This design comes from an exercise in tuning for a short achievable clock period and few clock cycles on the open sky130 flow, not from production work.
In this exercise RTL edits were held to simulation tests only and were not proved equivalent to the original.
Power figures rest on the tool's default switching activity, not on a simulated workload.

[flow/constraint.sdc]
create_clock -name core_clock -period 8.0 [get_ports {clk}]
set_input_delay 1.6000 -clock core_clock [delete_from_list [all_inputs] [get_ports {clk}]]
set_output_delay 1.6000 -clock core_clock [all_outputs]
set_load 0.01 [all_outputs]
[flow/config.mk]
export PLATFORM = sky130hd
export DESIGN_NAME = cpu16_core
export DESIGN_NICKNAME = cpu16_core
export VERILOG_FILES = /design/flow/design.v
export SDC_FILE = /design/flow/constraint.sdc
export NUM_CORES = 4
export LEC_CHECK = 0
export ABC_CLOCK_PERIOD_IN_PS = 2000
export CAP_MARGIN = 20
export CORE_MARGIN = 2
export CORE_UTILIZATION = 40
export PLACE_DENSITY = 0.6
export SETUP_SLACK_MARGIN = 5
export SLEW_MARGIN = 20
export TNS_END_PERCENT = 100
[flow/design.v]
`timescale 1ns / 1ps
module PC(
    input  wire        clk,
    input  wire        rst,
    output reg  [15:0] addr,
    output reg         go
);
    always @(posedge clk or posedge rst) begin
        if (rst) begin
            addr <= 16'h0000;
            go   <= 1'b0;
        end else begin
            addr <= addr + 16'd2;
            go   <= 1'b1;
        end
    end
endmodule
`timescale 1ns / 1ps
module Decoder(
    input  wire [15:0] instr,
    output wire [3:0]  src1,
    output wire [3:0]  src2,
    output wire [3:0]  rd,
    output wire        itype,
    output wire [7:0]  imm,
    output wire        is_add,    
    output wire        is_sub,    
    output wire        is_or,
    output wire        is_and,
    output wire        is_slt,
    output wire        is_shl,
    output wire        is_shr
);
    wire [3:0] op = instr[15:12];
    assign src1  = instr[11:8];
    assign src2  = instr[7:4];
    assign imm   = instr[7:0];
    assign itype = (op == 4'd5) || (op == 4'd7) || (op == 4'd8);
    assign rd    = itype ? instr[11:8] : instr[3:0];
    assign is_add = (op == 4'd0) || (op == 4'd7);
    assign is_sub = (op == 4'd1) || (op == 4'd8);
    assign is_or  = (op == 4'd2);
    assign is_and = (op == 4'd3);
    assign is_slt = (op == 4'd4);
    assign is_shl = (op == 4'd5) && !instr[7];
    assign is_shr = (op == 4'd5) &&  instr[7];
endmodule
`timescale 1ns / 1ps
module Registers(
    input  wire        clk,
    input  wire        rst,
    input  wire [3:0]  RS1,
    input  wire [3:0]  RS2,
    input  wire [3:0]  RA,
    input  wire [15:0] write_data,
    input  wire        reg_write,
    output wire [15:0] SR1_OUT,
    output wire [15:0] SR2_OUT
);
    wire [15:0] r [0:15];
    assign r[0] = 16'd0;
    genvar g;
    generate
        for (g = 1; g < 16; g = g + 1) begin : gr
            reg [15:0] q;
            always @(posedge clk or posedge rst) begin
                if (rst)
                    q <= 16'd0;
                else if (reg_write && RA == g)
                    q <= write_data;
            end
            assign r[g] = q;
        end
    endgenerate
    assign SR1_OUT = r[RS1];
    assign SR2_OUT = r[RS2];
endmodule
`timescale 1ns / 1ps
module ALU(
    input  wire [15:0] x,
    input  wire [15:0] k,
    input  wire [15:0] h,
    input  wire        ci,
    input  wire [3:0]  shamt,
    output wire [15:0] sum,
    output wire        co,
    output wire [15:0] or_r,
    output wire [15:0] and_r,
    output wire [15:0] shl,
    output wire [15:0] shr
);
    wire [16:0] s = {1'b0, x} + {1'b0, k} + {16'd0, ci};
    assign sum   = x ^ h ^ (s[15:0] ^ x ^ k);
    assign co    = s[16];
    assign or_r  = x | k;
    assign and_r = x & k;
    assign shl   = x << shamt;
    assign shr   = x >> shamt;
endmodule
`timescale 1ns / 1ps
module Control_Unit (
    input  wire [3:0] src,
    input  wire       src_used,
    input  wire       ex_v,
    input  wire [3:0] ex_rd,
    input  wire       wb_v,
    input  wire [3:0] wb_rd,
    output wire       fwd,
    output wire       byp
);
    wire nz = (src != 4'd0);
    assign fwd = src_used && nz && ex_v && (ex_rd == src);
    assign byp = nz && wb_v && (wb_rd == src);
endmodule
`timescale 1ns / 1ps
module cpu16_core (
    input  wire        clk,
    input  wire        rst,
    output wire [15:0] imem_addr,
    input  wire [15:0] imem_data,
    output wire        retire_valid,
    output wire [3:0]  retire_rd,
    output wire [15:0] retire_data
);
    wire go;
    PC pc_inst (
        .clk(clk),
        .rst(rst),
        .addr(imem_addr),
        .go(go)
    );
    reg [15:0] ir;
    reg        ir_v;
    always @(posedge clk or posedge rst) begin
        if (rst) ir_v <= 1'b0;
        else     ir_v <= go;
    end
    always @(posedge clk) ir <= imem_data;
    wire [3:0] src1, src2, rd;
    wire       itype;
    wire [7:0] imm;
    wire       d_add, d_sub, d_or, d_and, d_slt, d_shl, d_shr;
    Decoder dec_inst (
        .instr(ir),
        .src1(src1),
        .src2(src2),
        .rd(rd),
        .itype(itype),
        .imm(imm),
        .is_add(d_add),
        .is_sub(d_sub),
        .is_or(d_or),
        .is_and(d_and),
        .is_slt(d_slt),
        .is_shl(d_shl),
        .is_shr(d_shr)
    );
    reg        ex_v;
    reg [3:0]  ex_rd;
    reg        wb_v;
    reg [3:0]  wb_rd;
    reg [15:0] res;
    wire [15:0] rf1, rf2;
    Registers reg_inst (
        .clk(clk),
        .rst(rst),
        .RS1(src1),
        .RS2(src2),
        .RA(wb_rd),
        .write_data(res),
        .reg_write(wb_v),
        .SR1_OUT(rf1),
        .SR2_OUT(rf2)
    );
    wire fwd1, byp1, fwd2, byp2;
    Control_Unit hz1 (
        .src(src1), .src_used(1'b1),
        .ex_v(ex_v), .ex_rd(ex_rd), .wb_v(wb_v), .wb_rd(wb_rd),
        .fwd(fwd1), .byp(byp1)
    );
    Control_Unit hz2 (
        .src(src2), .src_used(!itype),
        .ex_v(ex_v), .ex_rd(ex_rd), .wb_v(wb_v), .wb_rd(wb_rd),
        .fwd(fwd2), .byp(byp2)
    );
    wire [15:0] opa = byp1 ? res : rf1;
    wire [15:0] opb = itype ? {8'd0, imm} : (byp2 ? res : rf2);
    wire        both  = fwd1 & fwd2;
    wire        fx    = fwd1 | fwd2;
    wire        swap  = fwd2 & !fwd1;
    wire [15:0] other = swap ? opa : opb;
    wire        subl  = d_sub | d_slt;
    wire [15:0] k     = subl ? ~other : other;
    wire [15:0] h     = (d_sub & swap) ? other : k;
    wire        ci    = subl & !swap;
    reg [15:0] ex_a, ex_k, ex_h;
    reg        ex_ci;
    reg [3:0]  ex_sh;
    reg        s_sum_r, s_sum_a, s_or_r, s_or_a, s_and_r, s_and_a;
    reg        s_shl_r, s_shl_a, s_shr_r, s_shr_a;
    reg        s_lt_r, s_lt_a, s_ltinv;
    reg        s_dbl, s_same;
    always @(posedge clk or posedge rst) begin
        if (rst) ex_v <= 1'b0;
        else     ex_v <= ir_v;
    end
    always @(posedge clk) begin
        ex_rd   <= rd;
        ex_a    <= opa;
        ex_k    <= k;
        ex_h    <= h;
        ex_ci   <= ci;
        ex_sh   <= imm[3:0];
        s_sum_r <= (d_add | d_sub) & fx & !both;
        s_sum_a <= (d_add | d_sub) & !fx;
        s_or_r  <= d_or  & fx & !both;
        s_or_a  <= d_or  & !fx;
        s_and_r <= d_and & fx & !both;
        s_and_a <= d_and & !fx;
        s_shl_r <= d_shl & fx;
        s_shl_a <= d_shl & !fx;
        s_shr_r <= d_shr & fx;
        s_shr_a <= d_shr & !fx;
        s_lt_r  <= d_slt & fx & !both;
        s_lt_a  <= d_slt & !fx;
        s_ltinv <= !swap;
        s_dbl   <= d_add & both;
        s_same  <= (d_or | d_and) & both;
    end
    wire [15:0] sum_r, or_r, and_r, shl_r, shr_r;
    wire [15:0] sum_a, or_a, and_a, shl_a, shr_a;
    wire        co_r, co_a;
    ALU alu_r (
        .x(res), .k(ex_k), .h(ex_h), .ci(ex_ci), .shamt(ex_sh),
        .sum(sum_r), .co(co_r), .or_r(or_r), .and_r(and_r),
        .shl(shl_r), .shr(shr_r)
    );
    ALU alu_a (
        .x(ex_a), .k(ex_k), .h(ex_h), .ci(ex_ci), .shamt(ex_sh),
        .sum(sum_a), .co(co_a), .or_r(or_a), .and_r(and_a),
        .shl(shl_a), .shr(shr_a)
    );
    wire lt_r = co_r ^ s_ltinv;
    wire lt_a = co_a ^ s_ltinv;
    wire [15:0] alu_result =
          ({16{s_sum_r}} & sum_r) | ({16{s_sum_a}} & sum_a)
        | ({16{s_or_r }} & or_r ) | ({16{s_or_a }} & or_a )
        | ({16{s_and_r}} & and_r) | ({16{s_and_a}} & and_a)
        | ({16{s_shl_r}} & shl_r) | ({16{s_shl_a}} & shl_a)
        | ({16{s_shr_r}} & shr_r) | ({16{s_shr_a}} & shr_a)
        | {15'd0, (s_lt_r & lt_r) | (s_lt_a & lt_a)}
        | ({16{s_dbl}} & {res[14:0], 1'b0})
        | ({16{s_same}} & res);
    always @(posedge clk or posedge rst) begin
        if (rst) wb_v <= 1'b0;
        else     wb_v <= ex_v;
    end
    always @(posedge clk) begin
        wb_rd <= ex_rd;
        res   <= alu_result;
    end
    assign retire_valid = wb_v;
    assign retire_rd    = wb_rd;
    assign retire_data  = res;
endmodule
[flow/run.sh]
#!/bin/bash
# synth_recipe.tcl (not shown) runs the flow's synth.tcl, then flattens the netlist and writes it again
# the make line also repeats each setting of config.mk as NAME=value (left out here)
make -C /OpenROAD-flow-scripts/flow DESIGN_CONFIG=/design/flow/config.mk WORK_HOME=/design/flow/orfs CLKGATE_MAP_FILE= SYNTH_SCRIPT=/design/flow/synth_recipe.tcl finish
==> qor.txt <==
Status = complete, no violations
Initial core utilization = 40.4%
HP Class = reg2reg
Antenna-violating nets left = 0
Clock root cell = clkbuf_16
Placed Cells = 3097
Hold Fails Final Rpt = 0
Startpoint types = register
Vias/cell = 6.73
Mux contribution to synthesized area = 16.4%
Area growth syn-to-layout = 14.5%
Switching share of total power = 40.6%
Layout Skew = 28.4 ps
Global route overflow = 0
CTS clk-pin slew, worst paths = 60 ps
RSZ-0062 raised after global routing = true
Fin crit period = 3080 ps
Routed len/inst = 31.0 um
Die Span Y = 245 um
# hold bufs at CTS = 0
Residual DRC count = 0
Avg Inst Size Synth = 9.62 um^2
Worst Path Max Fanout = 57
Total Wirelength = 99600 um
Switch Pwr = 3.59 mW
Sequential cell area = 8740 um^2
Placement Setup Slack = 4170 ps
Fin nets = 2497
Internal Pwr Total = 5.27 mW
Fillers = 5426
Vias in the first global route = 20800
Maximum VDD drop = 0.188 mV
Seq/Total Area, Yosys = 37.1%
EDFF count, synth = 0
TritonCTS Sinks = 367
Synth Flop Type = dfrtp_1
Die area = 60200 um^2
I/O pins = 55
Yosys warnings = 3
Synth async-reset ratio = 70.6%
GPL Wtd Cong = 1.06
Synthesized flop and latch total = 367
Final setup fails = 0
Clk network pwr share = 22.8%
Synth Area in Adders = 3.83%
Post-Synth XOR/XNOR Area = 4.96%
Worst setup path category = reg2reg
Post-synthesis compound-gate area fraction = 19.6%
Fin. max-slew vios = 0
Initial antenna violation count = 2
Gate power share = 40.6%
Synthesized cell area = 23300 um^2
Flop pwr share = 36.6%
DP HPWL = 66900 um
Finished Layout Cells = 3211
CTS buffer count = 42
Post-synthesis cell count = 2422
Worst EP required = 8450 ps
Core Region = 57700 um^2
Max cap viols = 0
CTS tree = built
Largest net degree at the start of global routing = 142
Num rows = 88
Total power = 8.86 mW
Fraction of layout cells with a size suffix above 1 = 20.5%
Largest family of logic cells by synthesized area = compound AO/OA/AOI/OAI gates
CTS H-Tree Depth = 2
Max clock buf depth = 3
Final period util = 38.5%
Arr. time, crit path = 3520 ps
Worst slew margin = 18.7%
Pwr/cell area = 332 nW/um^2
Total track usage = 32.2%
Global-route wire length before repair = 143000 um
TritonRoute pass-1 iters = 7
Port Buffer Count = 53
Hold Slack = 347 ps
Max Freq = 0.325 GHz
Iter 0 DRT Violations = 3036
Crit end category = register
Least-Margin Pin Slew = 1220 ps
Sum Neg Setup Slack = 0 ps
Clock Latency Late Sink = 590 ps
Vias = 21600
Multi-input logic area = 13600 um^2
Syn Nets = 2509
Die Wd = 245 um
Netlist cell types = 95
Final WS setup = 4920 ps
Simple-gate portion of the synthesized area = 12.6%
Static leakage = 11.0 nW
[synth_stat cells, drive strengths merged, types with 11 or more instances]
| master | n | share of area, % |
|---|---|---|
| xor2 | 43 | 1.6 |
| a21oi | 71 | 1.6 |
| nand3 | 75 | 1.6 |
| o22ai | 50 | 1.4 |
| a31oi | 24 | 0.64 |
| and3 | 15 | 0.40 |
| ha | 65 | 3.5 |
| a22o | 34 | 1.3 |
| a221o | 11 | 0.47 |
| dfrtp | 259 | 28 |
| buf | 87 | 2.5 |
| o211ai | 11 | 0.35 |
| or3 | 12 | 0.34 |
| a221oi | 34 | 1.3 |
| nand2 | 210 | 3.4 |
| a32oi | 25 | 0.97 |
| a211oi | 21 | 0.68 |
| a21o | 13 | 0.42 |
| dfxtp | 108 | 9.3 |
| xnor2 | 89 | 3.3 |
| inv | 71 | 1.1 |
| mux4 | 28 | 2.7 |
| nand4 | 16 | 0.49 |
| nand2b | 26 | 0.70 |
| and2 | 17 | 0.46 |
| clkbuf | 113 | 1.8 |
| o21ai | 164 | 3.5 |
| a22oi | 91 | 3.0 |
| a32o | 12 | 0.52 |
| mux2i | 102 | 4.4 |
| nor3 | 35 | 0.75 |
| mux2 | 192 | 9.3 |
| nor2b | 33 | 0.92 |
| nor2 | 125 | 2.0 |
[metal layers]
metal  vias up  GRT usage, %  share of wire [%]
met5         -             0              0.015
met4         2          19.0                7.6
met3       527          8.47                 12
met2      1678          49.3                 43
met1     10500          40.7                 37
li1       8934             -                  -
[critical path, cell delays in order, from the launching register on]
cell,delay [ps]
dfxtp_2,470
buf_8,390
nor2b_1,880
a32oi_1,210
a31oi_1,570
o22ai_2,200
xnor2_1,160
[worst paths after layout]
path	depth (start not counted)	from	end	slack (ps)
min in group asynchronous	2	rst	reg_inst.gr[12].q[9]	1310
worst min register to register	0	ir_v	ex_v	350
max in group asynchronous	3	rst	pc_inst.addr[1]	5400
worst min-delay path	0	ir_v	ex_v	350
worst max register to register	6	ir[6]	ex_k[6]	4920
worst max-delay path	6	ir[6]	ex_k[6]	4920
[registers in the layout (all words and copies together), names as in the netlist, 4 cells and up]
| name | count |
|---|---|
| ex_a | 16 |
| ex_h | 16 |
| ex_k | 16 |
| ex_rd | 4 |
| ex_sh | 4 |
| ir | 16 |
| pc_inst.addr | 15 |
| reg_inst.gr.q | 240 |
| res | 16 |
| wb_rd | 4 |
[per-stage QoR]
step           utilization, %  instance area [um^2]
3_5_place_dp             42.1                 24300
3_3_place_gp             42.1                 24300
2_1_floorplan               -                 23300
6_report                 46.2                 26700
5_1_grt                  46.2                 26700
4_1_cts                  45.7                 26300
[power by group through the flow]
stage	combinational, mW	clock (mW)	sequential [mW]
final	3.60	2.02	3.24
after global routing	3.82	2.12	3.28
after CTS	3.38	2.04	3.18
after detailed placement	3.15	0	3.20
after global placement	3.10	0	3.20
after floorplan	2.28	0	2.88
[cells in the final DEF, fill, tap and decap left out, drive strengths merged, types with 28 or more instances in the layout]
cell,Yosys,final
nor2b,33,33
xnor2,89,89
nor2,125,125
ha,65,65
dlygate4sd2,0,30
a21oi,71,71
mux4,28,28
buf,87,81
a22o,34,34
mux2i,102,102
dfrtp,259,259
inv,71,70
o21ai,164,164
clkbuf,113,69
o22ai,50,50
a221oi,34,34
mux2,192,192
xor2,43,43
dfxtp,108,108
nor3,35,35
nand2,210,210
a22oi,91,91
nand3,75,75
[logic make-up (layout without fill, tap and decap cells)]
| logic type | Yosys count | in the layout |
|---|---|---|
| adders and majority gates | 69 | 69 |
| AOI/OAI and AO/OA | 650 | 650 |
| buffers and inverters | 274 | 295 |
| xor gates and xnor gates | 132 | 132 |
| other | 2 | 5 |
| muxes | 322 | 322 |
| and+or+nand+nor | 606 | 606 |
| DFF | 367 | 367 |
[cell type report]
| cell class | count | area share [%] |
|---|---|---|
| repair buffers | 144 | 6.15 |
| inverters | 74 | 1.11 |
| well taps | 765 | 3.59 |
| clock buffers | 63 | 4.81 |
| clock inverters | 14 | 0.535 |
| diodes | 3 | 0.0281 |
| multi-input cells | 1781 | 51.0 |
| flip-flops and latches | 367 | 32.8 |
[repair_timing]
item,CTS,global route
setup buffers,12,13
cloned,6,3
setup endpoints to repair,87,45
gates resized for setup,149,41
pin swaps,1,0
Testbench counts, summed over its fixed seeds: cycles 48,024.

afterwards: timing with drivers on the ports:
The results above use ideal ports. As a check the final layout listed here was re-extracted and re-timed, cells and wires unchanged. Step 1: set_driving_cell puts a clkbuf_16 on clk and a buf_2 on each other input, an assumption about the parent block. Step 2 adds t to the input delays and takes it off the output delays; t is the mean of the earliest and latest rising clock arrival at the registers after step 1. Input paths then give back, and output paths get back, about the clock's delay inside the block. a / b / c = no drivers / after step 1 / after step 2; a / b = the first two.
t, ns: 0.633
setup WS [ns]: 4.921 / 4.921 / 4.804
slew at the worst register clock pin (ns): 0.07 / 0.07
worst slew at a driven data input, ns: 0.04
cell pins on the clock port's net: 1
After both steps setup and hold are still met in this run. The setup slack of this run moves by 0.000 ns with the drivers and by -0.117 ns with both steps. The worst setup slack also covers recovery checks on asynchronous resets.
